Context: an optimization exercise on an open-source flow, tuned for small area, a short achievable clock period and few clock cycles. The choices shown serve that exercise and are no tape-out recipe.
Function was not checked in any run shown here: the RTL went through the layout flow alone.

[design/flow/config.mk]
export PLATFORM = sky130hd
export DESIGN_NAME = BAS
export DESIGN_NICKNAME = BAS
export VERILOG_FILES = /design/flow/design.v
export SDC_FILE = /design/flow/constraint.sdc
export NUM_CORES = 8
export LEC_CHECK = 0
export ABC_AREA = 1
export CAP_MARGIN = 20
export CORE_MARGIN = 2
export CORE_UTILIZATION = 45
export SLEW_MARGIN = 20
[design/flow/design.v]
module Bfloat16_add(input [15:0] c, input [15:0] d, output [15:0] sum);
    wire cbig = c[14:0] >= d[14:0];
    wire [15:0] b = cbig ? c : d;
    wire [15:0] s = cbig ? d : c;
    wire [7:0] ed = b[14:7] - s[14:7];
    wire [7:0] ns = (ed[7:3] != 5'd0) ? 8'd0 : ({1'b1, s[6:0]} >> ed[2:0]);
    wire [7:0] nb = {1'b1, b[6:0]};
    wire sub = c[15] ^ d[15];
    wire [8:0] r = sub ? {1'b0, nb} - {1'b0, ns} : {1'b0, nb} + {1'b0, ns};
    reg [2:0] pos;
    always @(*) begin
        casez (r[7:1])
            7'b1??????: pos = 3'd0;
            7'b01?????: pos = 3'd1;
            7'b001????: pos = 3'd2;
            7'b0001???: pos = 3'd3;
            7'b00001??: pos = 3'd4;
            7'b000001?: pos = 3'd5;
            7'b0000001: pos = 3'd6;
            default:    pos = 3'd7;
        endcase
    end
    wire [7:0] sh = r[7:0] << pos;
    wire [15:0] addres = r[8] ? {b[15], b[14:7] + 8'd1, r[7:1]} : {b[15], b[14:7], r[6:0]};
    wire [15:0] subres = (r[7:0] == 8'd0) ? 16'd0 :
                         {b[15], b[14:7] - {5'd0, pos}, (pos == 3'd7) ? 7'd0 : sh[6:0]};
    assign sum = sub ? subres : addres;
endmodule
module bf_addpos(input [14:0] c, input [14:0] d, output [14:0] sum);
    wire cbig = c >= d;
    wire [14:0] b = cbig ? c : d;
    wire [14:0] s = cbig ? d : c;
    wire [7:0] ed = b[14:7] - s[14:7];
    wire [7:0] ns = (ed[7:3] != 5'd0) ? 8'd0 : ({1'b1, s[6:0]} >> ed[2:0]);
    wire [8:0] r = {2'b01, b[6:0]} + {1'b0, ns};
    assign sum = r[8] ? {b[14:7] + 8'd1, r[7:1]} : {b[14:7], r[6:0]};
endmodule
module bf_add_slow(input [15:0] c, input [15:0] d, output [15:0] sum);
    wire [15:0] cmpc;
    assign cmpc[0] = 1'b1;
    genvar k;
    generate for (k = 0; k < 15; k = k + 1) begin : cm
        assign cmpc[k+1] = (c[k] & ~d[k]) | (c[k] & cmpc[k]) | (~d[k] & cmpc[k]);
    end endgenerate
    wire cbig = cmpc[15];
    wire [15:0] b = cbig ? c : d;
    wire [15:0] s = cbig ? d : c;
    wire [7:0] ed; wire edc;
    radd8 r1(b[14:7], ~s[14:7], 1'b1, ed, edc);
    wire [7:0] ns = (ed[7:3] != 5'd0) ? 8'd0 : ({1'b1, s[6:0]} >> ed[2:0]);
    wire [7:0] nb = {1'b1, b[6:0]};
    wire sub = c[15] ^ d[15];
    wire [7:0] rr; wire rco;
    radd8 r2(nb, sub ? ~ns : ns, sub, rr, rco);
    wire [8:0] r = {rco & !sub, rr};
    reg [2:0] pos;
    always @(*) begin
        casez (r[7:1])
            7'b1??????: pos = 3'd0;
            7'b01?????: pos = 3'd1;
            7'b001????: pos = 3'd2;
            7'b0001???: pos = 3'd3;
            7'b00001??: pos = 3'd4;
            7'b000001?: pos = 3'd5;
            7'b0000001: pos = 3'd6;
            default:    pos = 3'd7;
        endcase
    end
    wire [7:0] sh = r[7:0] << pos;
    wire [7:0] einc, edec; wire ic, dc;
    radd8 r3(b[14:7], 8'd0, 1'b1, einc, ic);
    radd8 r4(b[14:7], ~{5'd0, pos}, 1'b1, edec, dc);
    wire [15:0] addres = r[8] ? {b[15], einc, r[7:1]} : {b[15], b[14:7], r[6:0]};
    wire [15:0] subres = (r[7:0] == 8'd0) ? 16'd0 :
                         {b[15], edec, (pos == 3'd7) ? 7'd0 : sh[6:0]};
    assign sum = sub ? subres : addres;
endmodule
module radd8(input [7:0] a, input [7:0] b, input ci, output [7:0] s, output co);
    wire [8:0] c;
    assign c[0] = ci;
    genvar k;
    generate for (k = 0; k < 8; k = k + 1) begin : rc
        assign s[k] = a[k] ^ b[k] ^ c[k];
        assign c[k+1] = (a[k] & b[k]) | (a[k] & c[k]) | (b[k] & c[k]);
    end endgenerate
    assign co = c[8];
endmodule
module Bfloat16_mul(input [15:0] a, input [15:0] b, output [15:0] product);
    wire [15:0] fp;
    mant_mul m(a[6:0], b[6:0], fp);
    wire [7:0] m8 = fp[15] ? fp[15:8] : fp[14:7];
    wire rb = fp[15] ? fp[7] : fp[6];
    wire [7:0] rm; wire rc;
    radd8 r1(m8, 8'd0, rb, rm, rc);
    wire [7:0] e0, ex; wire c0, c1;
    radd8 r2(a[14:7], b[14:7], fp[15], e0, c0);
    radd8 r3(e0, 8'd129, rc, ex, c1);
    wire sg = a[15] ^ b[15];
    assign product = (a[14:0] == 15'd0 || b[14:0] == 15'd0) ? 16'd0 :
                     (a[14:7] == 8'd255 || b[14:7] == 8'd255) ? {sg, 8'd255, 7'd0} :
                     {sg, ex, rc ? 7'd0 : rm[6:0]};
endmodule
module bf_sq(input [14:0] a, output [14:0] product);
    wire [15:0] fp;
    mant_sq m(a[6:0], fp);
    wire [7:0] m8 = fp[15] ? fp[15:8] : fp[14:7];
    wire rb = fp[15] ? fp[7] : fp[6];
    wire [8:0] rm = {1'b0, m8} + {8'd0, rb};
    wire [7:0] ex = {a[13:7], fp[15]} + 8'd129 + {7'd0, rm[8]};
    assign product = (a == 15'd0) ? 15'd0 :
                     (a[14:7] == 8'd255) ? {8'd255, 7'd0} :
                     {ex, rm[8] ? 7'd0 : rm[6:0]};
endmodule
module bf_dbl(input [15:0] a, output [15:0] y);
    assign y = (a[14:0] == 15'd0) ? 16'd0 :
               (a[14:7] == 8'd255) ? {a[15], 8'd255, 7'd0} :
               {a[15], a[14:7] + 8'd1, a[6:0]};
endmodule
module mant_mul(input [6:0] a, input [6:0] b, output [15:0] p);
    wire t1 = (a[0] & b[6]) ^ (a[1] & b[5]);
    wire t2 = (a[0] & b[6]) & (a[1] & b[5]);
    wire t3 = a[0] ^ (a[1] & b[6]) ^ (a[2] & b[5]);
    wire t4 = (a[0] & (a[1] & b[6])) | (a[0] & (a[2] & b[5])) | ((a[1] & b[6]) & (a[2] & b[5]));
    wire t5 = (a[3] & b[4]) ^ (a[4] & b[3]);
    wire t6 = (a[3] & b[4]) & (a[4] & b[3]);
    wire t7 = a[1] ^ (a[2] & b[6]) ^ (a[3] & b[5]);
    wire t8 = (a[1] & (a[2] & b[6])) | (a[1] & (a[3] & b[5])) | ((a[2] & b[6]) & (a[3] & b[5]));
    wire t9 = (a[4] & b[4]) ^ (a[5] & b[3]);
    wire t10 = (a[4] & b[4]) & (a[5] & b[3]);
    wire t11 = a[2] ^ (a[3] & b[6]) ^ (a[4] & b[5]);
    wire t12 = (a[2] & (a[3] & b[6])) | (a[2] & (a[4] & b[5])) | ((a[3] & b[6]) & (a[4] & b[5]));
    wire t13 = (a[0] & b[4]) ^ (a[1] & b[3]);
    wire t14 = (a[0] & b[4]) & (a[1] & b[3]);
    wire t15 = (a[0] & b[5]) ^ (a[1] & b[4]) ^ (a[2] & b[3]);
    wire t16 = ((a[0] & b[5]) & (a[1] & b[4])) | ((a[0] & b[5]) & (a[2] & b[3])) | ((a[1] & b[4]) & (a[2] & b[3]));
    wire t17 = (a[3] & b[2]) ^ (a[4] & b[1]);
    wire t18 = (a[3] & b[2]) & (a[4] & b[1]);
    wire t19 = t1 ^ (a[2] & b[4]) ^ (a[3] & b[3]);
    wire t20 = (t1 & (a[2] & b[4])) | (t1 & (a[3] & b[3])) | ((a[2] & b[4]) & (a[3] & b[3]));
    wire t21 = (a[4] & b[2]) ^ (a[5] & b[1]) ^ (a[6] & b[0]);
    wire t22 = ((a[4] & b[2]) & (a[5] & b[1])) | ((a[4] & b[2]) & (a[6] & b[0])) | ((a[5] & b[1]) & (a[6] & b[0]));
    wire t23 = t2 ^ t3 ^ t5;
    wire t24 = (t2 & t3) | (t2 & t5) | (t3 & t5);
    wire t25 = (a[5] & b[2]) ^ (a[6] & b[1]) ^ b[0];
    wire t26 = ((a[5] & b[2]) & (a[6] & b[1])) | ((a[5] & b[2]) & b[0]) | ((a[6] & b[1]) & b[0]);
    wire t27 = t4 ^ t6 ^ t7;
    wire t28 = (t4 & t6) | (t4 & t7) | (t6 & t7);
    wire t29 = t9 ^ (a[6] & b[2]) ^ b[1];
    wire t30 = (t9 & (a[6] & b[2])) | (t9 & b[1]) | ((a[6] & b[2]) & b[1]);
    wire t31 = t8 ^ t10 ^ t11;
    wire t32 = (t8 & t10) | (t8 & t11) | (t10 & t11);
    wire t33 = (a[5] & b[4]) ^ (a[6] & b[3]) ^ b[2];
    wire t34 = ((a[5] & b[4]) & (a[6] & b[3])) | ((a[5] & b[4]) & b[2]) | ((a[6] & b[3]) & b[2]);
    wire t35 = t12 ^ a[3] ^ (a[4] & b[6]);
    wire t36 = (t12 & a[3]) | (t12 & (a[4] & b[6])) | (a[3] & (a[4] & b[6]));
    wire t37 = (a[5] & b[5]) ^ (a[6] & b[4]) ^ b[3];
    wire t38 = ((a[5] & b[5]) & (a[6] & b[4])) | ((a[5] & b[5]) & b[3]) | ((a[6] & b[4]) & b[3]);
    wire t39 = a[4] ^ (a[5] & b[6]) ^ (a[6] & b[5]);
    wire t40 = (a[4] & (a[5] & b[6])) | (a[4] & (a[6] & b[5])) | ((a[5] & b[6]) & (a[6] & b[5]));
    wire t41 = (a[0] & b[3]) ^ (a[1] & b[2]);
    wire t42 = (a[0] & b[3]) & (a[1] & b[2]);
    wire t43 = t13 ^ (a[2] & b[2]) ^ (a[3] & b[1]);
    wire t44 = (t13 & (a[2] & b[2])) | (t13 & (a[3] & b[1])) | ((a[2] & b[2]) & (a[3] & b[1]));
    wire t45 = t14 ^ t15 ^ t17;
    wire t46 = (t14 & t15) | (t14 & t17) | (t15 & t17);
    wire t47 = t16 ^ t18 ^ t19;
    wire t48 = (t16 & t18) | (t16 & t19) | (t18 & t19);
    wire t49 = t20 ^ t22 ^ t23;
    wire t50 = (t20 & t22) | (t20 & t23) | (t22 & t23);
    wire t51 = t24 ^ t26 ^ t27;
    wire t52 = (t24 & t26) | (t24 & t27) | (t26 & t27);
    wire t53 = t28 ^ t30 ^ t31;
    wire t54 = (t28 & t30) | (t28 & t31) | (t30 & t31);
    wire t55 = t32 ^ t34 ^ t35;
    wire t56 = (t32 & t34) | (t32 & t35) | (t34 & t35);
    wire t57 = t36 ^ t38 ^ t39;
    wire t58 = (t36 & t38) | (t36 & t39) | (t38 & t39);
    wire t59 = t40 ^ a[5] ^ (a[6] & b[6]);
    wire t60 = (t40 & a[5]) | (t40 & (a[6] & b[6])) | (a[5] & (a[6] & b[6]));
    wire t61 = (a[0] & b[2]) ^ (a[1] & b[1]);
    wire t62 = (a[0] & b[2]) & (a[1] & b[1]);
    wire t63 = t41 ^ (a[2] & b[1]) ^ (a[3] & b[0]);
    wire t64 = (t41 & (a[2] & b[1])) | (t41 & (a[3] & b[0])) | ((a[2] & b[1]) & (a[3] & b[0]));
    wire t65 = t42 ^ t43 ^ (a[4] & b[0]);
    wire t66 = (t42 & t43) | (t42 & (a[4] & b[0])) | (t43 & (a[4] & b[0]));
    wire t67 = t44 ^ t45 ^ (a[5] & b[0]);
    wire t68 = (t44 & t45) | (t44 & (a[5] & b[0])) | (t45 & (a[5] & b[0]));
    wire t69 = t46 ^ t47 ^ t21;
    wire t70 = (t46 & t47) | (t46 & t21) | (t47 & t21);
    wire t71 = t48 ^ t49 ^ t25;
    wire t72 = (t48 & t49) | (t48 & t25) | (t49 & t25);
    wire t73 = t50 ^ t51 ^ t29;
    wire t74 = (t50 & t51) | (t50 & t29) | (t51 & t29);
    wire t75 = t52 ^ t53 ^ t33;
    wire t76 = (t52 & t53) | (t52 & t33) | (t53 & t33);
    wire t77 = t54 ^ t55 ^ t37;
    wire t78 = (t54 & t55) | (t54 & t37) | (t55 & t37);
    wire t79 = t56 ^ t57 ^ b[4];
    wire t80 = (t56 & t57) | (t56 & b[4]) | (t57 & b[4]);
    wire t81 = t58 ^ t59 ^ b[5];
    wire t82 = (t58 & t59) | (t58 & b[5]) | (t59 & b[5]);
    wire t83 = t60 ^ a[6] ^ b[6];
    wire t84 = (t60 & a[6]) | (t60 & b[6]) | (a[6] & b[6]);
    wire [15:0] r0 = {1'b0, t84, t82, t80, t78, t76, t74, t72, t70, t68, t66, t64, t62, t61, (a[0] & b[1]), (a[0] & b[0])};
    wire [15:0] r1 = {1'b0, 1'b1, t83, t81, t79, t77, t75, t73, t71, t69, t67, t65, t63, (a[2] & b[0]), (a[1] & b[0]), 1'b0};
    wire [16:0] cy;
    assign cy[0] = 1'b0;
    genvar k;
    generate for (k = 0; k < 16; k = k + 1) begin : rc
        assign p[k] = r0[k] ^ r1[k] ^ cy[k];
        assign cy[k+1] = (r0[k] & r1[k]) | (r0[k] & cy[k]) | (r1[k] & cy[k]);
    end endgenerate
endmodule
module mant_sq(input [6:0] a, output [15:0] p);
    wire t1 = a[0] ^ (a[1] & a[6]);
    wire t2 = a[0] & (a[1] & a[6]);
    wire t3 = (a[0] & a[5]) ^ (a[1] & a[4]);
    wire t4 = (a[0] & a[5]) & (a[1] & a[4]);
    wire t5 = (a[0] & a[6]) ^ (a[1] & a[5]);
    wire t6 = (a[0] & a[6]) & (a[1] & a[5]);
    wire t7 = t1 ^ (a[2] & a[5]) ^ (a[3] & a[4]);
    wire t8 = (t1 & (a[2] & a[5])) | (t1 & (a[3] & a[4])) | ((a[2] & a[5]) & (a[3] & a[4]));
    wire t9 = t2 ^ a[1] ^ (a[2] & a[6]);
    wire t10 = (t2 & a[1]) | (t2 & (a[2] & a[6])) | (a[1] & (a[2] & a[6]));
    wire t11 = a[2] ^ (a[3] & a[6]) ^ (a[4] & a[5]);
    wire t12 = (a[2] & (a[3] & a[6])) | (a[2] & (a[4] & a[5])) | ((a[3] & a[6]) & (a[4] & a[5]));
    wire t13 = (a[0] & a[3]) ^ (a[1] & a[2]);
    wire t14 = (a[0] & a[3]) & (a[1] & a[2]);
    wire t15 = (a[0] & a[4]) ^ (a[1] & a[3]);
    wire t16 = (a[0] & a[4]) & (a[1] & a[3]);
    wire t17 = t3 ^ (a[2] & a[3]) ^ a[3];
    wire t18 = (t3 & (a[2] & a[3])) | (t3 & a[3]) | ((a[2] & a[3]) & a[3]);
    wire t19 = t4 ^ t5 ^ (a[2] & a[4]);
    wire t20 = (t4 & t5) | (t4 & (a[2] & a[4])) | (t5 & (a[2] & a[4]));
    wire t21 = t6 ^ t7 ^ a[4];
    wire t22 = (t6 & t7) | (t6 & a[4]) | (t7 & a[4]);
    wire t23 = t8 ^ t9 ^ (a[3] & a[5]);
    wire t24 = (t8 & t9) | (t8 & (a[3] & a[5])) | (t9 & (a[3] & a[5]));
    wire t25 = t10 ^ t11 ^ a[5];
    wire t26 = (t10 & t11) | (t10 & a[5]) | (t11 & a[5]);
    wire t27 = t12 ^ a[3] ^ (a[4] & a[6]);
    wire t28 = (t12 & a[3]) | (t12 & (a[4] & a[6])) | (a[3] & (a[4] & a[6]));
    wire t29 = a[4] ^ (a[5] & a[6]) ^ a[6];
    wire t30 = (a[4] & (a[5] & a[6])) | (a[4] & a[6]) | ((a[5] & a[6]) & a[6]);
    wire [15:0] r0 = {1'b0, a[6], t30, t28, t26, t24, t22, t20, t18, t16, t14, t13, (a[0] & a[2]), (a[0] & a[1]), 1'b0, a[0]};
    wire [15:0] r1 = {1'b0, 1'b1, a[5], t29, t27, t25, t23, t21, t19, t17, t15, a[2], 1'b0, a[1], 1'b0, 1'b0};
    wire [16:0] cy;
    assign cy[0] = 1'b0;
    genvar k;
    generate for (k = 0; k < 16; k = k + 1) begin : rc
        assign p[k] = r0[k] ^ r1[k] ^ cy[k];
        assign cy[k+1] = (r0[k] & r1[k]) | (r0[k] & cy[k]) | (r1[k] & cy[k]);
    end endgenerate
endmodule
module fitness_lin(input [15:0] x, input [15:0] y, output [15:0] u, output [15:0] v);
    wire [15:0] x2, y2, s1, s2;
    bf_dbl d1(y, y2);
    bf_dbl d2(x, x2);
    Bfloat16_add a1(x, y2, s1);
    Bfloat16_add a2(x2, y, s2);
    Bfloat16_add a3(s1, 16'hC0E0, u);
    Bfloat16_add a4(s2, 16'hC0A0, v);
endmodule
module fitness_sq(input [15:0] u, input [15:0] v, output [14:0] f);
    wire [14:0] u2, v2;
    bf_sq q1(u[14:0], u2);
    bf_sq q2(v[14:0], v2);
    bf_addpos a1(u2, v2, f);
endmodule
module twin_lfsr(input clk, input reset, input step, input [8:0] seed1, input [8:0] seed2,
                 output [15:0] n1, output [15:0] n2);
    reg [8:0] N1, N2;
    always @(posedge clk) begin
        if (reset) begin
            N1 <= seed1;
            N2 <= seed2;
        end else if (step) begin
            N1 <= {N1[7], N1[6], N1[5] ^ N1[8], N1[8], N1[0], N1[4], N1[3] ^ N1[0], N1[2], N1[1]};
            N2 <= {N2[7], N2[6], N2[5] ^ N2[8], N2[8], N2[0], N2[4], N2[3] ^ N2[0], N2[2], N2[1]};
        end
    end
    assign n1 = {N1[8], 5'b01111, N1[7], 1'b1, 1'b0, N1[6:0]};
    assign n2 = {N2[8], 5'b01111, N2[7], 1'b1, 1'b0, N2[6:0]};
endmodule
module BAS(input clk, input reset, input [8:0]count, input [8:0]seed1, input [8:0]seed2, input [15:0]xi, input [15:0]yi, input [15:0]P, input [15:0]E, output [15:0]xo, output [15:0]yo, output [15:0]fo, output [31:0]clk_cnt, output reg done);
    localparam K_NONE = 3'd0, K_INIT = 3'd1, K_R = 3'd2, K_L = 3'd3, K_T0 = 3'd4, K_T1 = 3'd5;
    reg [15:0] x, y, p, e;
    reg [14:0] f;
    reg [8:0] cnt, itc;
    reg [2:0] ph;
    reg ini, run;
    wire ph0 = ph == 3'd0, ph1 = ph == 3'd1, ph2 = ph == 3'd2;
    wire ph3 = ph == 3'd3, ph4 = ph == 3'd4, ph5 = ph == 3'd5;
    wire [15:0] dx, dy;
    twin_lfsr lfsr(clk, reset, ph1, seed1, seed2, dx, dy);
    wire useE = ph0 | ph1;
    wire useY = ph5 | ph1;
    wire [15:0] ma = useE ? e : p;
    wire [15:0] d = useY ? dy : dx;
    wire [15:0] mp;
    Bfloat16_mul m1(ma, {d[15] & !useE, d[14:0]}, mp);
    reg [15:0] opx, opy, opt;
    reg [14:0] f3, fr;
    reg [15:0] x1, y1;
    reg [2:0] k1, k2, k3;
    reg sg, acc0;
    wire sgc = !(fr > f3);                           
    wire le = f3 <= f;
    wire upd = (k3 == K_T1) && (sg ? le : acc0);      
    wire last = (itc + 9'd1 == cnt);
    wire [15:0] xs = upd ? x1 : x;
    wire [15:0] ys = upd ? y1 : y;
    wire flip = (ph1 & (p[14:0] != 15'd0)) | ((ph3 | (ph4 & sgc)) & (e[14:0] != 15'd0));
    wire [15:0] sx = {opx[15] ^ flip, opx[14:0]};
    wire [15:0] sy = {opy[15] ^ flip, opy[14:0]};
    wire [15:0] ax, ay;
    bf_add_slow a1(xs, sx, ax);
    bf_add_slow a2(ys, sy, ay);
    wire [2:0] k0 = ini ? K_INIT : !run ? K_NONE :
                    ph0 ? K_R : ph1 ? K_L : ph2 ? K_T0 : ph3 ? K_T1 : K_NONE;
    wire [15:0] u, v;
    fitness_lin lin(x1, y1, u, v);
    reg [15:0] u2, v2;
    wire [14:0] fs;
    fitness_sq sq(u2, v2, fs);
    always @(posedge clk) begin
        if (ph4) opx <= mp;
        if (ph1) opx <= opt;
        if (ph0) opt <= mp;
        if (ph5 | ph1) opy <= mp;
        if (ini | (k0 != K_NONE) | ph4) begin
            x1 <= ini ? x : ax;
            y1 <= ini ? y : ay;
        end
        u2 <= u;
        v2 <= v;
        f3 <= fs;
        if (k3 == K_R) fr <= f3;
        if (k3 == K_L) sg <= sgc;
        if (k3 == K_T0) acc0 <= le;
        if (reset) begin
            x <= xi;
            y <= yi;
            p <= P;
            e <= E;
            cnt <= count;
            itc <= 9'd0;
            ph <= 3'd4;
            ini <= 1'b1;
            run <= count != 9'd0;
            done <= 1'b0;
            k1 <= K_NONE;
            k2 <= K_NONE;
            k3 <= K_NONE;
        end else begin
            ini <= 1'b0;
            k1 <= k0;
            k2 <= k1;
            k3 <= k2;
            ph <= ph5 ? 3'd0 : ph + 3'd1;
            if (k3 == K_INIT) begin
                f <= f3;
                if (!run) done <= 1'b1;
            end
            if (k3 == K_T0 && !sg && le) f <= f3;
            if (k3 == K_T1) begin
                if (sg && le) f <= f3;
                x <= xs;
                y <= ys;
                itc <= itc + 9'd1;
                if (last) begin
                    done <= 1'b1;
                    run <= 1'b0;
                end
            end
        end
    end
    assign xo = x;
    assign yo = y;
    assign fo = {1'b0, f};
    assign clk_cnt = {23'd0, itc};
endmodule
[design/flow/standard.sh]
#!/bin/bash
# synth_recipe.tcl (not shown) runs the flow's synth.tcl, then flattens the netlist and writes it again
# the make line also repeats each setting of config.mk as NAME=value (left out here)
make -C /OpenROAD-flow-scripts/flow DESIGN_CONFIG=/design/flow/config.mk WORK_HOME=/design/flow/orfs CLKGATE_MAP_FILE= SYNTH_SCRIPT=/design/flow/synth_recipe.tcl "${@:-finish}"
[design/flow/flow/run.sh]
#!/bin/bash
# The standard layout, with plain buf_1 cells as the port buffers
set -euo pipefail
bash standard.sh "BUFFER_PORTS_ARGS=-buffer_cell sky130_fd_sc_hd__buf_1" finish > standard.log 2>&1
[design/flow/constraint.sdc]
create_clock -name core_clock -period 72.0 [get_ports {clk}]
set_input_delay 14.4000 -clock core_clock [delete_from_list [all_inputs] [get_ports {clk}]]
set_output_delay 14.4000 -clock core_clock [all_outputs]
set_load 0.01 [all_outputs]
==> impl_metrics.py, run 1 <==
metrics = {
    "logic_synthesis": {
        "syn_area_um2": 31000,
        "synth.area.top_cells": "edfxtp_1, nand2_1, ha_1, inv_1, fa_1",
        "ys_seq_area_share_pct": 24.2,
        "syn_area_per_cell_um2": 6.72,
        "async_flop_share_pct": 0,
        "ys_warn_count": 4,
        "synth-edff-count": 204,
        "dominantRegCellSynth": "edfxtp_1",
        "synth_top_area_share_pct": 19.8,
        "ys_ff_latch": 272,
        "synth_cells": 4609,
        "yosys.cell_types.count": 72,
        "synth_top_area_cell": "edfxtp_1",
    },
    "global_routing": {
        "grt_overflow_total": 0,
        "grt_pass1_vias": 26735,
        "grt_max_degree": 82,
        "grt_pass1_wl_um": 139000,
        "antenna_found_initial": 1,
        "grt_usage_pct": 24.2,
    },
    "sta": {
        "finalHoldViolCount": 0,
        "fin_ws_ns": 56.07,
        "fin_setup_tns_ns": 0,
        "post-route-period-util_pct": 22.1,
        "fmax_ghz": 0.0628,
        "drv_slew": 0,
        "rsz0062_at_grt": "false",
        "fin_crit_ns": 15.93,
        "worst_pin_slew_ns": 1.14,
        "max-slew-margin-rel_pct": 23.5,
        "worst_clock_skew_ns": 0.0310,
        "setup_violations": 0,
    },
    "die": {
        "die_area_um2": 71000,
        "num_rows": 96,
        "die_h_um": 266,
        "core_area_um2": 68300,
        "io_pins": 174,
        "die_w_um": 266,
        "start_util_pct": 45.3,
    },
    "worst_setup_path": {
        "cp_top_family": "buffers and inverters",
        "worstPathMaxFanout": 66,
        "end_kind": "register",
        "timing.rr.end": "v2[12]",
        "crit_chain": "clkbuf_4 > clkinv_1 > buf_4 > nand2_1",
        "arrival_ns": 16.14,
        "r2r-start": "x1[8]",
        "crit_path_top_delay_cell": "nand2_1",
        "r2r_slack_ns": 56.84,
        "worstPathRequired_ns": 72.20,
        "critical-path-max-stage-delay_ns": 0.65,
        "critPathLaunchType": "input port",
        "crit_type": "in2reg",
        "setup.worst_path.start": "reset",
        "crit_buf_inv": 3,
        "reg2regPathDepth": 75,
    },
    "clocking": {
        "cts_tree": "done",
        "cts_setup_buffers": 0,
        "numCtsBuffers": 36,
        "cts.path.max_buffers": 3,
        "cts_resized": 0,
        "cts.sinks": 272,
        "path_clk_slew_ns": 0.05,
        "cts_htree_levels": 2,
        "cts-root-buf": "clkbuf_16",
        "ctsHoldBuffers": 0,
        "clock_latency_ns": 0.57,
    },
    "run": {
        "cap_violations": 0,
    },
    "placement": {
        "post-dp-hpwl_um": 69300,
        "placed_cells": 5569,
        "gp_congestion": 0.903,
        "portBuffers": 149,
        "place_ws_ns": 55.18,
    },
    "run_status": {
        "status": "timing/DRC/antenna clean",
    },
    "cells_and_area": {
        "final_cells": 5634,
        "fillers": 7105,
        "nNetsFinal": 5153,
        "drive_gt1_share_pct": 5.39,
        "synthToLayoutAreaGrowth_pct": 8.26,
    },
    "min_path": {
        "worstHoldPathType": "reg2reg",
        "holdPathStages": 2,
        "min_to": "k3[0]",
        "holdCritStartpoint": "k2[0]",
    },
    "routing": {
        "postRouteAntennaNets": 0,
        "via_per_inst": 5.15,
        "vias": 29031,
        "drt_iter0_drc": 1887,
        "drc": 0,
        "drt_wl_total_um": 86200,
        "wl_per_cell_um": 15.3,
        "drt-pass1-iter-count": 6,
    },
}
## tightest hold or removal path, delay by kind of cell (launching register included)
family	cells	cell delay [ns]
DFF	1	0.29
and+or+nand+nor	1	0.03
buffers and inverters	1	0.04
## routing by layer
layer  vias to the layer above  wire length, um  global-route usage, %
li1                      15158                -                      -
met1                     13162            39100                   32.3
met2                       589            41000                   41.5
met3                       122             3800                   2.62
met4                         0             2340                   6.74
met5                         -                0                      0
## kinds of logic (layout without fill, tap and decap cells)
group	Yosys count	in the layout	share of synthesized area, %
AND/OR/NAND/NOR	2221	2221	30.8
buffers and inverters	881	1000	11.3
AO/OA/AOI/OAI	758	758	13.7
adder cells (fa/ha/maj)	335	335	16.0
flip-flops	272	272	24.2
XOR/XNOR	135	135	3.87
multiplexers	6	6	0.194
other	1	25	0.0121
## sequential cells by signal, indices dropped and copies added, names as in the netlist, 16 cells and up
signal / flops
e: 16
opt: 16
opx: 16
opy: 16
p: 16
x1: 16
x: 16
y1: 16
y: 16
## cell usage after synthesis, drive strengths merged (15+ instances only)
cell type  number
a211oi         15
a21oi         160
buf            47
clkbuf         73
dfxtp          68
edfxtp        204
fa            101
ha            234
inv           751
nand2        1369
nand3         294
nand4          63
nor2          392
nor3           32
nor4           20
o211ai         48
o21ai         435
o22ai          31
or2            27
xnor2          36
xor2           99
## layout by cell type, fill, tap and decap left out, drive strengths merged, types with 13 or more instances in the layout
cell / n
clkbuf: 46
fa: 101
a211oi: 15
a21oi: 160
nor4: 20
nor3: 32
o211ai: 48
a31oi: 13
dfxtp: 68
clkinv: 15
edfxtp: 204
inv: 756
ha: 234
xnor2: 36
o22ai: 31
conb: 24
nand2: 1369
buf: 174
o21ai: 435
nor2: 392
nand4: 63
nand3: 294
xor2: 99
or2: 27
## worst max-delay path by stage
stage | depth (start not counted) | to
6_report | 4 | lfsr.N2[1]
5_1_grt | 75 | v2[12]
4_1_cts | 4 | x[9]
3_5_place_dp | 4 | x[12]
3_3_place_gp | 4 | x[12]
2_1_floorplan | 4 | lfsr.N1[0]
## cell type report
| type | count | area, um^2 | share of cell area [%] |
|---|---|---|---|
| multi-input combinational | 3479 | 20100 | 59.9 |
| sequential | 272 | 7490 | 22.3 |
| inverter | 761 | 2860 | 8.52 |
| tap | 882 | 1100 | 3.29 |
| clock buffer | 45 | 935 | 2.79 |
| timing repair buffer | 175 | 758 | 2.26 |
| clock inverter | 19 | 297 | 0.884 |
| antenna | 1 | 2.50 | 0.00746 |
## per-stage QoR
step | utilization [%] | hold WS (ns) | instance area, um^2
2_1_floorplan | - | 0.388 | 31100
3_3_place_gp | 47.3 | 0.388 | 32300
3_5_place_dp | 47.3 | 0.393 | 32300
4_1_cts | 49.1 | 0.400 | 33500
5_1_grt | 49.1 | 0.418 | 33500
6_report | 49.1 | 0.399 | 33500
==> run 2: changes to the inputs <==
==> design/flow/flow/run.sh (replaced) <==
#!/bin/bash
# The standard layout, with plain buf_1 cells as the port buffers and
# timing repair aiming at 57 ns of setup slack (a 15 ns path)
set -euo pipefail
bash standard.sh "BUFFER_PORTS_ARGS=-buffer_cell sky130_fd_sc_hd__buf_1" SETUP_SLACK_MARGIN=57 finish > standard.log 2>&1
==> impl_metrics.py, run 2 <==
metrics = {
    "die": {
        "die_w_um": 266,
        "die_area_um2": 71000,
        "die_h_um": 266,
        "start_util_pct": 45.3,
        "core_area_um2": 68300,
        "io_pins": 174,
        "num_rows": 96,
    },
    "clocking": {
        "cts-root-buf": "clkbuf_16",
        "clock_latency_ns": 0.59,
        "cts_tree": "done",
        "path_clk_slew_ns": 0.06,
        "numCtsBuffers": 37,
        "cts.path.max_buffers": 3,
        "cts.sinks": 272,
        "ctsHoldBuffers": 0,
        "cts_htree_levels": 2,
    },
    "logic_synthesis": {
        "dominantRegCellSynth": "edfxtp_1",
        "yosys.cell_types.count": 72,
        "muxShareOfSynthArea_pct": 0.194,
        "synth_top_family_by_area": "simple AND/OR/NAND/NOR gates",
        "syn_area_um2": 31000,
        "synth_simple_gate_area_share_pct": 30.8,
        "synthAdderAreaFrac_pct": 16.0,
        "synth_compound_area_share_pct": 13.7,
        "ys_warn_count": 4,
        "synth_top_area_share_pct": 19.8,
        "synth_common_cells": "nand2_1, inv_1, o21ai_0",
        "async_flop_share_pct": 0,
        "syn_area_per_cell_um2": 6.72,
        "synth_xor_xnor_area_share_pct": 3.87,
        "ys_ff_latch": 272,
        "synth_top_area_cell": "edfxtp_1",
        "synth_cells": 4609,
        "synth-edff-count": 204,
        "ys_seq_area_share_pct": 24.2,
        "synth.area.top_cells": "edfxtp_1, nand2_1, ha_1, inv_1, fa_1",
        "synth_most_common_cell": "nand2_1",
    },
    "sta": {
        "worst_clock_skew_ns": 0.0477,
        "drv_slew": 0,
        "fin_setup_tns_ns": 0,
        "fin_crit_ns": 15.55,
        "rsz0062_at_grt": "true",
        "max-slew-margin-rel_pct": 24.6,
        "fmax_ghz": 0.0643,
        "worst_pin_slew_ns": 1.12,
        "post-route-period-util_pct": 21.6,
        "finalHoldViolCount": 0,
        "setup_violations": 0,
    },
    "global_routing": {
        "grt_max_degree": 65,
        "antenna_found_initial": 0,
        "grt_pass1_wl_um": 139000,
        "grt_overflow_total": 0,
        "grt_usage_pct": 24.3,
        "grt_pass1_vias": 26571,
    },
    "worst_setup_path": {
        "worstPathMaxFanout": 2,
        "crit_chain": "buf_2",
        "worstPathRequired_ns": 57.60,
        "critical-path-max-stage-delay_ns": 0.40,
        "critPathLaunchType": "register",
        "arrival_ns": 1.15,
        "end_kind": "primary output",
        "crit_path_top_delay_cell": "edfxtp_1",
        "cp_top_family": "flip-flops",
        "crit_buf_inv": 1,
        "crit_type": "reg2out",
    },
    "run": {
        "cap_violations": 0,
    },
    "routing": {
        "drt_iter0_drc": 1898,
        "postRouteAntennaNets": 0,
        "drc": 0,
        "vias": 29513,
        "drt_wl_total_um": 87900,
        "drt-pass1-iter-count": 8,
        "via_per_inst": 5.18,
        "wl_per_cell_um": 15.4,
    },
    "cells_and_area": {
        "fillers": 6998,
        "final_area_um2": 34500,
        "nNetsFinal": 5218,
        "antenna_cells": 0,
        "multi_input_area_um2": 20300,
        "final_cell_mix": "nand2_1, inv_1, nor2_1, o21ai_0, nand3_1",
        "final_common_cell": "nand2_1",
        "synthToLayoutAreaGrowth_pct": 11.2,
        "drive_gt1_share_pct": 8.63,
        "final-seq-area_um2": 7500,
    },
    "placement": {
        "portBuffers": 149,
        "place_area_um2": 32300,
        "post-dp-hpwl_um": 69700,
        "gp_congestion": 0.904,
    },
    "run_status": {
        "status": "timing/DRC/antenna clean",
    },
    "min_path": {
        "worstHoldPathType": "reg2reg",
    },
}
==> run 2: cell counts after synthesis <==
No cell type changed its count.
==> run 2: cell type report <==
type                       count  share of cell area [%]
multi-input combinational   3483                    59.0
sequential                   272                    21.8
inverter                     761                    8.37
timing repair buffer         235                    4.02
tap                          882                    3.20
clock buffer                  41                    2.73
clock inverter                27                   0.940
==> run 2: worst paths after layout <==
kind                             from     end  slack [ns]  cells after the start
worst max-delay path             x[8]   xo[8]       56.45                      1
worst min-delay path            k1[1]   k2[1]        0.40                      2
worst max register to register  y1[7]  u2[13]       58.40                     87
worst min register to register  k1[1]   k2[1]        0.40                      2
==> run 2: logic make-up (layout without fill, tap and decap cells) <==
logic type / count (synthesis) / count (layout)
AND/OR/NAND/NOR: 2221 / 2225
buffers and inverters: 881 / 1064
AO/OA/AOI/OAI: 758 / 758
adder cells (fa/ha/maj): 335 / 335
flip-flops: 272 / 272
XOR/XNOR: 135 / 135
multiplexers: 6 / 6
other: 1 / 24
==> run 2: routing by layer <==
| metal | share of wire, % | up-vias | track usage (%) |
|---|---|---|---|
| li1 | - | 15338 | - |
| met1 | 45 | 13389 | 32.4 |
| met2 | 48 | 679 | 42.0 |
| met3 | 4.7 | 107 | 2.83 |
| met4 | 2.3 | 0 | 5.88 |
| met5 | 0 | - | 0 |
==> run 2: per-stage QoR <==
| stage | utilization (%) | hold slack (ns) | instances | setup slack [ns] |
|---|---|---|---|---|
| 2_1_floorplan | - | 0.388 | 4632 | 56.78 |
| 3_3_place_gp | 47.3 | 0.389 | 5563 | 55.96 |
| 3_5_place_dp | 47.3 | 0.393 | 5563 | 55.92 |
| 4_1_cts | 49.8 | 0.401 | 5674 | 56.44 |
| 6_report | 50.4 | 0.401 | 5701 | 56.45 |
| 5_1_grt | 50.4 | 0.409 | 5701 | 56.41 |
==> run 2: timing repair <==
action	4_1_cts	5_1_grt
setup endpoints to repair	205	156
gates cloned	1	3
gates resized for setup	50	71
buffers inserted	42	24
pin swaps	1	5
==> run 3: changes to the inputs <==
--- a/design/flow/design.v
+++ b/design/flow/design.v
@@ -300,17 +300,15 @@
     wire [15:0] mp;
     Bfloat16_mul m1(ma, {d[15] & !useE, d[14:0]}, mp);
     reg [15:0] opx, opy, opt;
-    reg [14:0] f3, fr;
+    reg [14:0] fr;                       
     reg [15:0] x1, y1;
-    reg [2:0] k1, k2, k3;
-    reg sg, acc0;
-    wire sgc = !(fr > f3);                           
-    wire le = f3 <= f;
-    wire upd = (k3 == K_T1) && (sg ? le : acc0);      
+    reg [2:0] k1, k2;
+    reg sg, acc0, fin, updr;
+    wire upd = fin & updr;               
     wire last = (itc + 9'd1 == cnt);
     wire [15:0] xs = upd ? x1 : x;
     wire [15:0] ys = upd ? y1 : y;
-    wire flip = (ph1 & (p[14:0] != 15'd0)) | ((ph3 | (ph4 & sgc)) & (e[14:0] != 15'd0));
+    wire flip = (ph1 & (p[14:0] != 15'd0)) | ((ph3 | (ph4 & sg)) & (e[14:0] != 15'd0));
     wire [15:0] sx = {opx[15] ^ flip, opx[14:0]};
     wire [15:0] sy = {opy[15] ^ flip, opy[14:0]};
     wire [15:0] ax, ay;
@@ -323,6 +321,7 @@
     reg [15:0] u2, v2;
     wire [14:0] fs;
     fitness_sq sq(u2, v2, fs);
+    wire le = fs <= f;
     always @(posedge clk) begin
         if (ph4) opx <= mp;
         if (ph1) opx <= opt;
@@ -334,10 +333,10 @@
         end
         u2 <= u;
         v2 <= v;
-        f3 <= fs;
-        if (k3 == K_R) fr <= f3;
-        if (k3 == K_L) sg <= sgc;
-        if (k3 == K_T0) acc0 <= le;
+        if (k2 == K_R) fr <= fs;
+        if (k2 == K_L) sg <= !(fr > fs);
+        if (k2 == K_T0) acc0 <= le;
+        if (k2 == K_T1) updr <= sg ? le : acc0;
         if (reset) begin
             x <= xi;
             y <= yi;
@@ -349,22 +348,21 @@
             ini <= 1'b1;
             run <= count != 9'd0;
             done <= 1'b0;
+            fin <= 1'b0;
             k1 <= K_NONE;
             k2 <= K_NONE;
-            k3 <= K_NONE;
         end else begin
             ini <= 1'b0;
             k1 <= k0;
             k2 <= k1;
-            k3 <= k2;
             ph <= ph5 ? 3'd0 : ph + 3'd1;
-            if (k3 == K_INIT) begin
-                f <= f3;
+            fin <= (k2 == K_T1);
+            if (k2 == K_INIT) begin
+                f <= fs;
                 if (!run) done <= 1'b1;
             end
-            if (k3 == K_T0 && !sg && le) f <= f3;
-            if (k3 == K_T1) begin
-                if (sg && le) f <= f3;
+            if (((k2 == K_T0) && !sg || (k2 == K_T1) && sg) && le) f <= fs;
+            if (fin) begin
                 x <= xs;
                 y <= ys;
                 itc <= itc + 9'd1;
==> design/flow/flow/run.sh (replaced) <==
#!/bin/bash
# The standard layout, with plain buf_1 cells as the port buffers
set -euo pipefail
bash standard.sh "BUFFER_PORTS_ARGS=-buffer_cell sky130_fd_sc_hd__buf_1" finish > standard.log 2>&1
==> impl_metrics.py, run 3 <==
metrics = {
    "logic_synthesis": {
        "async_flop_share_pct": 0,
        "syn_area_per_cell_um2": 6.72,
        "syn_area_um2": 30400,
        "synth_top_area_share_pct": 20.2,
        "ys_warn_count": 4,
        "yosys.cell_types.count": 70,
        "synth_compound_area_share_pct": 14.5,
        "synthAdderAreaFrac_pct": 16.3,
        "synth_common_cells": "nand2_1, inv_1, nor2_1",
        "dominantRegCellSynth": "edfxtp_1",
        "ys_seq_area_share_pct": 23.6,
        "synth_top_family_by_area": "simple AND/OR/NAND/NOR gates",
        "muxShareOfSynthArea_pct": 0.230,
        "synth_most_common_cell": "nand2_1",
        "synth_simple_gate_area_share_pct": 29.7,
        "ys_ff_latch": 256,
        "synth-edff-count": 205,
        "synth_cells": 4528,
        "synth.area.top_cells": "edfxtp_1, nand2_1, ha_1, inv_1, fa_1",
        "synth_top_area_cell": "edfxtp_1",
        "synth_xor_xnor_area_share_pct": 4.14,
    },
    "routing": {
        "drt-pass1-iter-count": 5,
        "vias": 28845,
        "drt_wl_total_um": 83400,
        "postRouteAntennaNets": 0,
        "drt_iter0_drc": 2098,
        "drc": 0,
        "via_per_inst": 5.22,
        "wl_per_cell_um": 15.1,
    },
    "min_path": {
        "holdPathStages": 2,
        "worstHoldPathType": "reg2reg",
    },
    "die": {
        "num_rows": 95,
        "die_h_um": 264,
        "io_pins": 174,
        "start_util_pct": 45.4,
        "core_area_um2": 67000,
        "die_area_um2": 69700,
        "die_w_um": 264,
    },
    "worst_setup_path": {
        "worstPathRequired_ns": 72.24,
        "critPathLaunchType": "input port",
        "arrival_ns": 16.34,
        "reg2regPathDepth": 72,
        "crit_type": "in2reg",
        "end_kind": "register",
        "worstPathMaxFanout": 75,
    },
    "placement": {
        "post-dp-hpwl_um": 67900,
        "gp_congestion": 0.920,
        "portBuffers": 149,
        "place_ws_ns": 55.27,
    },
    "global_routing": {
        "grt_usage_pct": 23.7,
        "antenna_found_initial": 2,
        "grt_overflow_total": 0,
        "grt_pass1_wl_um": 136000,
        "grt_max_degree": 76,
        "grt_pass1_vias": 26981,
    },
    "sta": {
        "max-slew-margin-rel_pct": 24.8,
        "fin_crit_ns": 16.10,
        "worst_pin_slew_ns": 1.12,
        "post-route-period-util_pct": 22.4,
        "fmax_ghz": 0.0621,
        "worst_clock_skew_ns": 0.0364,
        "rsz0062_at_grt": "false",
        "setup_violations": 0,
        "fin_ws_ns": 55.90,
        "drv_slew": 0,
        "finalHoldViolCount": 0,
        "fin_setup_tns_ns": 0,
    },
    "cells_and_area": {
        "synthToLayoutAreaGrowth_pct": 7.69,
        "drive_gt1_share_pct": 4.62,
        "finish.utilization_pct": 48.9,
        "nNetsFinal": 5062,
        "final_cell_mix": "nand2_1, inv_1, nor2_1, o21ai_0, nand3_1",
        "final_common_cell": "nand2_1",
        "antenna_cells": 0,
    },
    "run_status": {
        "status": "timing/DRC/antenna clean",
    },
    "clocking": {
        "cts.path.max_buffers": 3,
        "cts-root-buf": "clkbuf_16",
        "cts_setup_buffers": 0,
        "cts_resized": 0,
        "cts.sinks": 256,
        "cts_htree_levels": 1,
        "cts_tree": "done",
        "ctsHoldBuffers": 0,
        "numCtsBuffers": 30,
        "clock_latency_ns": 0.62,
        "path_clk_slew_ns": 0.06,
    },
    "run": {
        "cap_violations": 0,
    },
}
## run 3: final cells by class
class                   count  area, um^2
fillers                  7031       34300
well taps                 873        1090
repair buffers            169         733
flip-flops and latches    256        7180
inverters                 773        2900
clock inverters            25         220
multi-input cells        3404       19900
clock buffers              31         754
## run 3: critical path, cell delays in order
cell	delay, ns
clkbuf_4	0.10
buf_4	0.60
inv_1	0.47
nand2_1	0.71
## run 3: logic make-up (layout without fill, tap and decap cells)
kind of cell             Yosys count  after routing
AND/OR/NAND/NOR                 2120           2120
buffers and inverters            891            998
AO/OA/AOI/OAI                    776            776
adder cells (fa/ha/maj)          335            335
flip-flops                       256            256
XOR/XNOR                         142            142
multiplexers                       7              7
other                              1             24
## run 3: per-layer routing
layer,wire (um),vias up,track usage (%)
li1,-,14954,-
met1,39100,13221,32.3
met2,39200,557,40.6
met3,3290,111,2.16
met4,1830,2,5.42
met5,8,-,0
## run 3: worst paths after layout
check | startpoint | end | slack, ns
worst min-delay path | k1[0] | k2[0] | 0.40
worst max register to register | u2[5] | f[11] | 56.21
worst max-delay path | reset | lfsr.N1[5] | 55.90
worst min register to register | k1[0] | k2[0] | 0.40
## run 3: through the flow
step	hold WS, ns	cell area (um^2)	cells
final	0.401	32800	5531
after detailed placement	0.395	31700	5474
after global routing	0.422	32800	5531
after CTS	0.404	32700	5530
after floorplan	0.388	30500	4551
after global placement	0.389	31700	5474
==> run 4: changes to the inputs <==
==> design/flow/flow/run.sh (replaced) <==
#!/bin/bash
# The standard layout, with plain buf_1 cells as the port buffers and
# timing repair aiming at 56.5 ns of setup slack
set -euo pipefail
bash standard.sh "BUFFER_PORTS_ARGS=-buffer_cell sky130_fd_sc_hd__buf_1" SETUP_SLACK_MARGIN=56.5 finish > standard.log 2>&1
==> impl_metrics.py, run 4 <==
metrics = {
    "run_status": {
        "status": "timing/DRC/antenna clean",
    },
    "logic_synthesis": {
        "ys_ff_latch": 256,
        "synth.area.top_cells": "edfxtp_1, nand2_1, ha_1, inv_1, fa_1",
        "ys_warn_count": 4,
        "yosys.cell_types.count": 70,
        "synth_common_cells": "nand2_1, inv_1, nor2_1",
        "ys_seq_area_share_pct": 23.6,
        "async_flop_share_pct": 0,
        "synth-edff-count": 205,
        "syn_area_per_cell_um2": 6.72,
        "synth_top_area_cell": "edfxtp_1",
        "dominantRegCellSynth": "edfxtp_1",
        "synth_top_area_share_pct": 20.2,
        "synth_cells": 4528,
        "syn_area_um2": 30400,
        "synth_most_common_cell": "nand2_1",
    },
    "sta": {
        "fin_setup_tns_ns": 0,
        "fin_crit_ns": 15.66,
        "worst_pin_slew_ns": 1.01,
        "finalHoldViolCount": 0,
        "fmax_ghz": 0.0639,
        "setup_violations": 0,
        "rsz0062_at_grt": "true",
        "drv_slew": 0,
        "post-route-period-util_pct": 21.7,
        "worst_clock_skew_ns": 0.0382,
        "max-slew-margin-rel_pct": 32.9,
    },
    "worst_setup_path": {
        "r2r_slack_ns": 57.71,
        "cp_top_family": "flip-flops",
        "worstPathMaxFanout": 3,
        "arrival_ns": 1.26,
        "crit_path_top_delay_cell": "edfxtp_1",
        "critPathLaunchType": "register",
        "end_kind": "primary output",
        "critical-path-max-stage-delay_ns": 0.47,
        "worstPathRequired_ns": 57.60,
        "crit_chain": "buf_1",
        "crit_type": "reg2out",
        "crit_buf_inv": 1,
    },
    "placement": {
        "portBuffers": 149,
        "placed_cells": 5475,
        "post-dp-hpwl_um": 68500,
        "gp_congestion": 0.893,
    },
    "die": {
        "io_pins": 174,
        "start_util_pct": 45.4,
        "die_h_um": 264,
        "die_area_um2": 69700,
        "die_w_um": 264,
        "core_area_um2": 67000,
        "num_rows": 95,
    },
    "routing": {
        "vias": 29342,
        "postRouteAntennaNets": 0,
        "wl_per_cell_um": 15.2,
        "via_per_inst": 5.23,
        "drt_iter0_drc": 2352,
        "drc": 0,
        "drt-pass1-iter-count": 6,
        "drt_wl_total_um": 85500,
    },
    "clocking": {
        "cts.sinks": 256,
        "cts-root-buf": "clkbuf_16",
        "numCtsBuffers": 31,
        "clock_latency_ns": 0.63,
        "cts_htree_levels": 1,
        "cts_tree": "done",
        "cts.path.max_buffers": 3,
        "path_clk_slew_ns": 0.06,
    },
    "cells_and_area": {
        "final-seq-area_um2": 7200,
        "nNetsFinal": 5139,
        "multi_input_area_um2": 20100,
        "synthToLayoutAreaGrowth_pct": 10.9,
        "final_common_cell": "nand2_1",
        "fillers": 6902,
        "drive_gt1_share_pct": 8.19,
        "final_cells": 5609,
        "antenna_cells": 0,
        "final_cell_mix": "nand2_1, inv_1, nor2_1, o21ai_0, nand3_1",
    },
    "run": {
        "cap_violations": 0,
    },
    "global_routing": {
        "met3_usage_pct": 2.44,
        "grt_usage_pct": 23.9,
        "busiest_layer": "met2",
        "grt_max_degree": 75,
        "grtUsageMet2_pct": 40.4,
        "antenna_found_initial": 0,
        "grt_pass1_wl_um": 137000,
        "grtUsageMet1_pct": 32.5,
        "grt_overflow_total": 0,
        "grt_pass1_vias": 27070,
    },
    "min_path": {
        "worstHoldPathType": "reg2reg",
    },
}
[run 4: layout make-up]
type,count,share of cell area (%)
multi-input combinational,3406,59.6
tap,873,3.24
inverter,773,8.61
clock buffer,32,2.31
clock inverter,26,0.668
sequential,256,21.3
timing repair buffer,243,4.20
[run 4: worst paths after layout]
check                           cells after the start  endpoint  startpoint
worst max-delay path                                1     yo[1]        y[1]
worst min register to register                      2     k2[1]       k1[1]
worst min-delay path                                2     k2[1]       k1[1]
worst max register to register                     71     f[12]       v2[4]
[run 4: kinds of logic after synthesis]
| family | synth area share [%] |
|---|---|
| and+or+nand+nor | 29.7 |
| buffers and inverters | 11.5 |
| AOI/OAI and AO/OA | 14.5 |
| adders and majority gates | 16.3 |
| DFF | 23.6 |
| xor gates and xnor gates | 4.14 |
| muxes | 0.230 |
| other | 0.0123 |
[run 4: metal layers]
layer	wire (um)	share of wire [%]
met2	39800	47
met4	2160	2.5
met3	3860	4.5
met1	39600	46
met5	0	0
[run 4: timing repair]
| item | CTS | global route |
|---|---|---|
| resized for setup | 47 | 85 |
| hold buffers | 0 | 0 |
| cloned | 0 | 2 |
| pin swaps | 1 | 4 |
| setup buffers | 41 | 33 |
| endpoints found under the setup margin | 115 | 123 |
[run 4: stage by stage]
stage | hold slack [ns] | utilization [%] | setup WS, ns | instance area [um^2]
floorplan | 0.388 | - | 56.51 | 30500
global placement | 0.390 | 47.4 | 55.62 | 31800
detailed placement | 0.396 | 47.4 | 55.58 | 31800
CTS | 0.410 | 49.5 | 56.30 | 33200
global route | 0.430 | 50.3 | 56.32 | 33700
finish | 0.409 | 50.3 | 56.34 | 33700
==> run 5: changes to the inputs <==
--- a/design/flow/design.v
+++ b/design/flow/design.v
@@ -283,7 +283,6 @@
     assign n2 = {N2[8], 5'b01111, N2[7], 1'b1, 1'b0, N2[6:0]};
 endmodule
 module BAS(input clk, input reset, input [8:0]count, input [8:0]seed1, input [8:0]seed2, input [15:0]xi, input [15:0]yi, input [15:0]P, input [15:0]E, output [15:0]xo, output [15:0]yo, output [15:0]fo, output [31:0]clk_cnt, output reg done);
-    localparam K_NONE = 3'd0, K_INIT = 3'd1, K_R = 3'd2, K_L = 3'd3, K_T0 = 3'd4, K_T1 = 3'd5;
     reg [15:0] x, y, p, e;
     reg [14:0] f;
     reg [8:0] cnt, itc;
@@ -299,23 +298,23 @@
     wire [15:0] d = useY ? dy : dx;
     wire [15:0] mp;
     Bfloat16_mul m1(ma, {d[15] & !useE, d[14:0]}, mp);
-    reg [15:0] opx, opy, opt;
+    reg [15:0] opa, opb, opc;
+    reg q1, q2, i1, i2;
     reg [14:0] fr;                       
     reg [15:0] x1, y1;
-    reg [2:0] k1, k2;
     reg sg, acc0, fin, updr;
     wire upd = fin & updr;               
     wire last = (itc + 9'd1 == cnt);
     wire [15:0] xs = upd ? x1 : x;
     wire [15:0] ys = upd ? y1 : y;
-    wire flip = (ph1 & (p[14:0] != 15'd0)) | ((ph3 | (ph4 & sg)) & (e[14:0] != 15'd0));
-    wire [15:0] sx = {opx[15] ^ flip, opx[14:0]};
-    wire [15:0] sy = {opy[15] ^ flip, opy[14:0]};
+    wire flip = (ph1 & (p[14:0] != 15'd0)) | ((ph3 | (ph5 & sg)) & (e[14:0] != 15'd0));
+    wire [15:0] ox = (ph0 | ph1) ? opa : opc;
+    wire [15:0] sx = {ox[15] ^ flip, ox[14:0]};
+    wire [15:0] sy = {opb[15] ^ flip, opb[14:0]};
     wire [15:0] ax, ay;
     bf_add_slow a1(xs, sx, ax);
     bf_add_slow a2(ys, sy, ay);
-    wire [2:0] k0 = ini ? K_INIT : !run ? K_NONE :
-                    ph0 ? K_R : ph1 ? K_L : ph2 ? K_T0 : ph3 ? K_T1 : K_NONE;
+    wire issue = run & (ph0 | ph1 | ph2 | ph3);
     wire [15:0] u, v;
     fitness_lin lin(x1, y1, u, v);
     reg [15:0] u2, v2;
@@ -323,20 +322,17 @@
     fitness_sq sq(u2, v2, fs);
     wire le = fs <= f;
     always @(posedge clk) begin
-        if (ph4) opx <= mp;
-        if (ph1) opx <= opt;
-        if (ph0) opt <= mp;
-        if (ph5 | ph1) opy <= mp;
-        if (ini | (k0 != K_NONE) | ph4) begin
-            x1 <= ini ? x : ax;
-            y1 <= ini ? y : ay;
-        end
+        if (ph4) opa <= mp;
+        if (ph0) opc <= mp;
+        if (ph5 | ph1) opb <= mp;
+        x1 <= ini ? x : ax;
+        y1 <= ini ? y : ay;
         u2 <= u;
         v2 <= v;
-        if (k2 == K_R) fr <= fs;
-        if (k2 == K_L) sg <= !(fr > fs);
-        if (k2 == K_T0) acc0 <= le;
-        if (k2 == K_T1) updr <= sg ? le : acc0;
+        if (ph2) fr <= fs;
+        if (ph3) sg <= !(fr > fs);
+        if (ph4) acc0 <= le;
+        if (ph5) updr <= sg ? le : acc0;
         if (reset) begin
             x <= xi;
             y <= yi;
@@ -348,20 +344,24 @@
             ini <= 1'b1;
             run <= count != 9'd0;
             done <= 1'b0;
+            q1 <= 1'b0;
+            q2 <= 1'b0;
+            i1 <= 1'b0;
+            i2 <= 1'b0;
             fin <= 1'b0;
-            k1 <= K_NONE;
-            k2 <= K_NONE;
         end else begin
             ini <= 1'b0;
-            k1 <= k0;
-            k2 <= k1;
+            q1 <= issue;
+            q2 <= q1;
+            i1 <= ini;
+            i2 <= i1;
             ph <= ph5 ? 3'd0 : ph + 3'd1;
-            fin <= (k2 == K_T1);
-            if (k2 == K_INIT) begin
+            fin <= q2 & ph5;
+            if (i2) begin
                 f <= fs;
                 if (!run) done <= 1'b1;
             end
-            if (((k2 == K_T0) && !sg || (k2 == K_T1) && sg) && le) f <= fs;
+            if (q2 && (ph4 && !sg || ph5 && sg) && le) f <= fs;
             if (fin) begin
                 x <= xs;
                 y <= ys;
==> impl_metrics.py, run 5 <==
metrics = {
    "routing": {
        "drt_wl_total_um": 83700,
        "vias": 28841,
        "wl_per_cell_um": 14.9,
        "drt-pass1-iter-count": 6,
        "drc": 0,
        "drt_iter0_drc": 2187,
        "postRouteAntennaNets": 0,
        "via_per_inst": 5.14,
    },
    "worst_setup_path": {
        "crit_chain": "clkbuf_2",
        "arrival_ns": 1.21,
        "crit_buf_inv": 1,
        "crit_type": "reg2out",
        "worstPathMaxFanout": 2,
        "critPathLaunchType": "register",
        "critical-path-max-stage-delay_ns": 0.46,
        "end_kind": "primary output",
        "cp_top_family": "flip-flops",
        "crit_path_top_delay_cell": "edfxtp_1",
        "worstPathRequired_ns": 57.60,
    },
    "sta": {
        "fin_ws_ns": 56.39,
        "fin_crit_ns": 15.61,
        "max-slew-margin-rel_pct": 36.3,
        "rsz0062_at_grt": "true",
        "worst_clock_skew_ns": 0.0187,
        "fin_setup_tns_ns": 0,
        "setup_violations": 0,
        "drv_slew": 0,
        "worst_pin_slew_ns": 0.943,
        "fmax_ghz": 0.0641,
        "post-route-period-util_pct": 21.7,
        "finalHoldViolCount": 0,
    },
    "logic_synthesis": {
        "synth_compound_area_share_pct": 13.8,
        "yosys.cell_types.count": 80,
        "synth.area.top_cells": "edfxtp_1, nand2_1, ha_1, inv_1, fa_1",
        "muxShareOfSynthArea_pct": 0.493,
        "synth_top_area_cell": "edfxtp_1",
        "synth-edff-count": 173,
        "dominantRegCellSynth": "edfxtp_1",
        "syn_area_per_cell_um2": 6.72,
        "synth_simple_gate_area_share_pct": 31.3,
        "syn_area_um2": 30500,
        "synth_cells": 4532,
        "ys_seq_area_share_pct": 22.4,
        "synthAdderAreaFrac_pct": 16.2,
        "ys_ff_latch": 254,
        "synth_common_cells": "nand2_1, inv_1, nor2_1",
        "synth_most_common_cell": "nand2_1",
        "synth_top_area_share_pct": 17.1,
        "synth_xor_xnor_area_share_pct": 4.13,
        "ys_warn_count": 4,
        "async_flop_share_pct": 0,
        "synth_top_family_by_area": "simple AND/OR/NAND/NOR gates",
    },
    "placement": {
        "gp_congestion": 0.923,
        "place_ws_ns": 55.61,
        "placed_cells": 5482,
        "post-dp-hpwl_um": 67700,
        "portBuffers": 149,
    },
    "cells_and_area": {
        "drive_gt1_share_pct": 8.93,
        "antenna_cells": 0,
        "final_cells": 5610,
        "synthToLayoutAreaGrowth_pct": 10.5,
        "finish.utilization_pct": 50.2,
        "final_cell_mix": "nand2_1, inv_1, nor2_1, o21ai_0, nand3_1",
        "nNetsFinal": 5142,
        "final_common_cell": "nand2_1",
        "fillers": 6938,
    },
    "clocking": {
        "ctsHoldBuffers": 0,
        "cts.path.max_buffers": 3,
        "cts_htree_levels": 1,
        "path_clk_slew_ns": 0.06,
        "numCtsBuffers": 30,
        "clock_latency_ns": 0.59,
        "cts-root-buf": "clkbuf_16",
        "cts_tree": "done",
        "cts.sinks": 254,
    },
    "global_routing": {
        "antenna_found_initial": 0,
        "grt_usage_pct": 23.6,
        "grt_max_degree": 74,
        "grt_overflow_total": 0,
        "grt_pass1_vias": 26572,
        "grt_pass1_wl_um": 136000,
    },
    "die": {
        "die_h_um": 264,
        "io_pins": 174,
        "start_util_pct": 45.4,
        "die_area_um2": 69800,
        "die_w_um": 264,
        "num_rows": 95,
        "core_area_um2": 67000,
    },
    "min_path": {
        "worstHoldPathType": "reg2reg",
    },
    "run": {
        "cap_violations": 0,
    },
    "run_status": {
        "status": "timing/DRC/antenna clean",
    },
}
[run 5: cell types whose count changed in the layout (fill, tap and decap cells not counted), moves of 12 or more]
cell and change:
nand2_1 -68, nand3_1 +51, edfxtp_1 -32, dfxtp_1 +26
a21oi_1 -18, nand2_2 +17, o21a_1 -14, nand2_4 +12
[run 5: path summary, 6_finish.rpt]
check,start,endpoint,slack [ns],cells after the start
setup / recovery,x[14],xo[14],56.39,1
hold / removal,i1,i2,0.41,2
setup reg to reg,y1[8],u2[13],57.77,68
hold reg to reg,i1,i2,0.41,2
[run 5: timing repair]
action / CTS / global route
pin swaps: 1 / 9
setup buffers: 41 / 28
endpoints found under the setup margin: 111 / 114
cloned: 1 / 3
resized for setup: 44 / 72
[run 5: stage by stage]
step	instance area [um^2]	hold slack (ns)
2_1_floorplan	30600	0.388
3_3_place_gp	31800	0.399
3_5_place_dp	31800	0.400
4_1_cts	33300	0.411
5_1_grt	33700	0.430
6_report	33700	0.408
[run 5: area by class of cell]
class,count,area (um^2),share of cell area [%]
Timing Repair Buffer,240,1400,4.14
Clock buffer,39,806,2.39
Inverter,779,2940,8.72
Clock inverter,16,221,0.658
Timing Repair inverter,1,5.00,0.0149
Tap cell,873,1090,3.25
Sequential cell,254,6840,20.3
Multi-Input combinational cell,3408,20400,60.5
[run 5: metal layers]
| metal | track usage (%) | share of wire, % | up-vias |
|---|---|---|---|
| li1 | - | - | 15083 |
| met3 | 1.68 | 3.7 | 95 |
| met1 | 32.7 | 47 | 13108 |
| met5 | 0 | 0 | - |
| met2 | 40.5 | 47 | 555 |
| met4 | 4.62 | 1.9 | 0 |
[run 5: cell families (layout without fill, tap and decap cells)]
kind of cell,Yosys count,count (layout)
AND/OR/NAND/NOR,2155,2158
buffers and inverters,896,1075
AO/OA/AOI/OAI,734,734
adder cells (fa/ha/maj),335,335
flip-flops,254,254
XOR/XNOR,142,142
multiplexers,15,15
other,1,24

## separate check: timing with driven ports
Ports are ideal in the flow. The routed layouts listed here were re-timed in OpenROAD.
Step 1: set_driving_cell puts a clkbuf_16 on clk and a buf_2 on each other input, an assumption about the parent block.
Step 2 moves the port delays by t, midway between the first and last clock arrival at a register: inputs arrive t later, outputs are due t later. That takes back most of the time a late clock gives input paths.
a / b / c = ideal / step 1 / step 2; a / b = the first two.
run	shift t [ns]	setup slack, ns	worst data-port slew with drivers (ns)
run 1	0.623	56.066 / 56.107 / 55.484	0.07
run 2	0.629	56.455 / 56.388 / 56.509	0.07
run 3	0.665	55.903 / 55.942 / 55.278	0.10
run 4	0.669	56.340 / 56.278 / 56.012	0.06
run 5	0.639	56.391 / 56.329 / 55.998	0.09
After both steps every run listed still meets setup and hold. The setup slack of run 3, which loses most, moves by +0.039 ns with the drivers and by -0.625 ns with both steps.
